Background: an optimization exercise with open tools, aiming at small area. Do not read the settings as production practice.
In this exercise RTL edits were held to simulation tests only and were not proved equivalent to the original.
The flow treats the clock pin as an ideal source, which a real chip does not have.

==> flow/design.v (excerpt) <==
module mp3(
    input logic     clk,
    input logic     rst,
    output logic    _9b, _6a, _4a, _2a, _0a, _5a, _3b, _49a, _45a, _48b
);
Size in the first run: about 150 cells after synthesis, roughly 12 I/O pins.
export LEC_CHECK = 0
export CAP_MARGIN = 20
export CORE_AREA = 3 3 77 77
export DIE_AREA = 0 0 80 80
export SLEW_MARGIN = 20
create_clock -name core_clock -period 10.0 [get_ports {clk}]
standard.sh (not shown) runs the stock make flow with config.mk's settings and CLKGATE_MAP_FILE= SYNTH_SCRIPT=/design/flow/synth_recipe.tcl, a recipe that flattens the netlist after the stock synthesis.
==> flow/flow/run.sh <==
#!/bin/bash
# Own flow: the standard layout (standard.sh), with these changes:
#  - synthesis (flow/my_synth.tcl): the final ABC mapping is tried with each area-oriented
#    script in flow/abc/ and the smallest netlist is kept; no adder extraction
#    (ADDER_MAP_FILE empty), so ABC sees all logic. Flip-flop mapping, flattening and
#    renaming are the standard synthesis's.
#  - extra make variables from flow/make_args (one NAME=value per line): smallest port
#    buffers (buf_1) and CTS limited to the clock port's net;
#  - clock tree (flow/pre_cts.tcl, run at the start of the CTS step): a single clkbuf_8
#    drives every flip-flop's clock pin.
# make's full output goes to flow_make.log; each ORFS step's log is under orfs/logs/.
set -euo pipefail
W=$(pwd)
export MY_ABC_DIR=$W/flow/abc
export MY_CLK_BUF=sky130_fd_sc_hd__clkbuf_8
export PRE_CTS_TCL=$W/flow/pre_cts.tcl
sed -e "s#SYNTH_SCRIPT=[^ ]*#SYNTH_SCRIPT=$W/flow/my_synth.tcl ADDER_MAP_FILE=#" standard.sh > my_standard.sh
grep -q "my_synth.tcl ADDER_MAP_FILE=" my_standard.sh
args=()
if [[ -f flow/make_args ]]; then
  while IFS= read -r line; do [[ -n "$line" ]] && args+=("$line"); done < flow/make_args
fi
bash my_standard.sh "${args[@]}" finish > flow_make.log 2>&1
Other scripts of this flow, unchanged in this note and not shown: flow/flow/abc/a_c2rs_amap200.script, flow/flow/abc/b_c2rs_amap.script, flow/flow/abc/c_deep120_amap200.script, flow/flow/abc/d_deep60_amapm.script, flow/flow/abc/e_deep60_c2rs_amap200.script, flow/flow/make_args, flow/flow/my_synth.tcl, flow/flow/pre_cts.tcl
The first run produced a clean layout.
Rerun with:
==> flow/flow/abc/f_c2rs_r2_amapm200.script (new file) <==
strash
balance -l
resub -K 6 -l
rewrite -l
resub -K 6 -N 2 -l
refactor -l
resub -K 8 -l
balance -l
resub -K 8 -N 2 -l
rewrite -l
resub -K 10 -l
rewrite -z -l
resub -K 10 -N 2 -l
balance -l
resub -K 12 -l
refactor -z -l
resub -K 12 -N 2 -l
rewrite -z -l
balance -l
balance
rewrite
refactor
balance
rewrite
rewrite -z
balance
refactor -z
rewrite -z
balance
dch -f
amap -m -F 200 -A 200
topo
==> flow/flow/abc/g_c2rs_dchr_amap200.script (new file) <==
strash
balance -l
resub -K 6 -l
rewrite -l
resub -K 6 -N 2 -l
refactor -l
resub -K 8 -l
balance -l
resub -K 8 -N 2 -l
rewrite -l
resub -K 10 -l
rewrite -z -l
resub -K 10 -N 2 -l
balance -l
resub -K 12 -l
refactor -z -l
resub -K 12 -N 2 -l
rewrite -z -l
balance -l
dch -f -r
amap -F 200 -A 200
topo
==> flow/flow/abc/h_c2rs2_amap200.script (new file) <==
strash
balance -l
resub -K 6 -l
rewrite -l
resub -K 6 -N 2 -l
refactor -l
resub -K 8 -l
balance -l
resub -K 8 -N 2 -l
rewrite -l
resub -K 10 -l
rewrite -z -l
resub -K 10 -N 2 -l
balance -l
resub -K 12 -l
refactor -z -l
resub -K 12 -N 2 -l
rewrite -z -l
balance -l
balance -l
resub -K 6 -l
rewrite -l
resub -K 6 -N 2 -l
refactor -l
resub -K 8 -l
balance -l
resub -K 8 -N 2 -l
rewrite -l
resub -K 10 -l
rewrite -z -l
resub -K 10 -N 2 -l
balance -l
resub -K 12 -l
refactor -z -l
resub -K 12 -N 2 -l
rewrite -z -l
balance -l
dch -f
amap -F 200 -A 200
topo
Outcome: Via count does not change. Synthesized cell count stays the same. Utilization is unchanged. Wire length does not change. Setup slack is unchanged. Clock skew stays the same.

afterwards: timing with drivers on the ports:
In the flow no input, the clock included, has a driving cell. The finished layouts below were timed again as built, in two steps.
Step 1 (the two cells are an assumption about what drives the block):
set clk [get_ports {clk}]
set_driving_cell -lib_cell sky130_fd_sc_hd__clkbuf_16 $clk
set_driving_cell -lib_cell sky130_fd_sc_hd__buf_2 [delete_from_list [all_inputs] $clk]
Step 2 moves the port delays by t, midway between the first and last clock arrival at a register: inputs arrive t later, outputs are due t later. That takes back most of the time a late clock gives input paths.
Slacks: ideal ports / drivers / drivers and shift; pairs: ideal ports / drivers.
run | t, ns | slack for setup (ns) | hold slack, ns | worst register clock-pin slew, ns | cell pins on the clock port's net
the first run | 0.186 | 5.332 / 5.308 / 5.495 | 0.494 / 0.494 / 0.494 | 0.11 / 0.11 | 1
the second run | 0.186 | 5.332 / 5.308 / 5.495 | 0.494 / 0.494 / 0.494 | 0.11 / 0.11 | 1
After both steps every run listed still meets setup and hold.
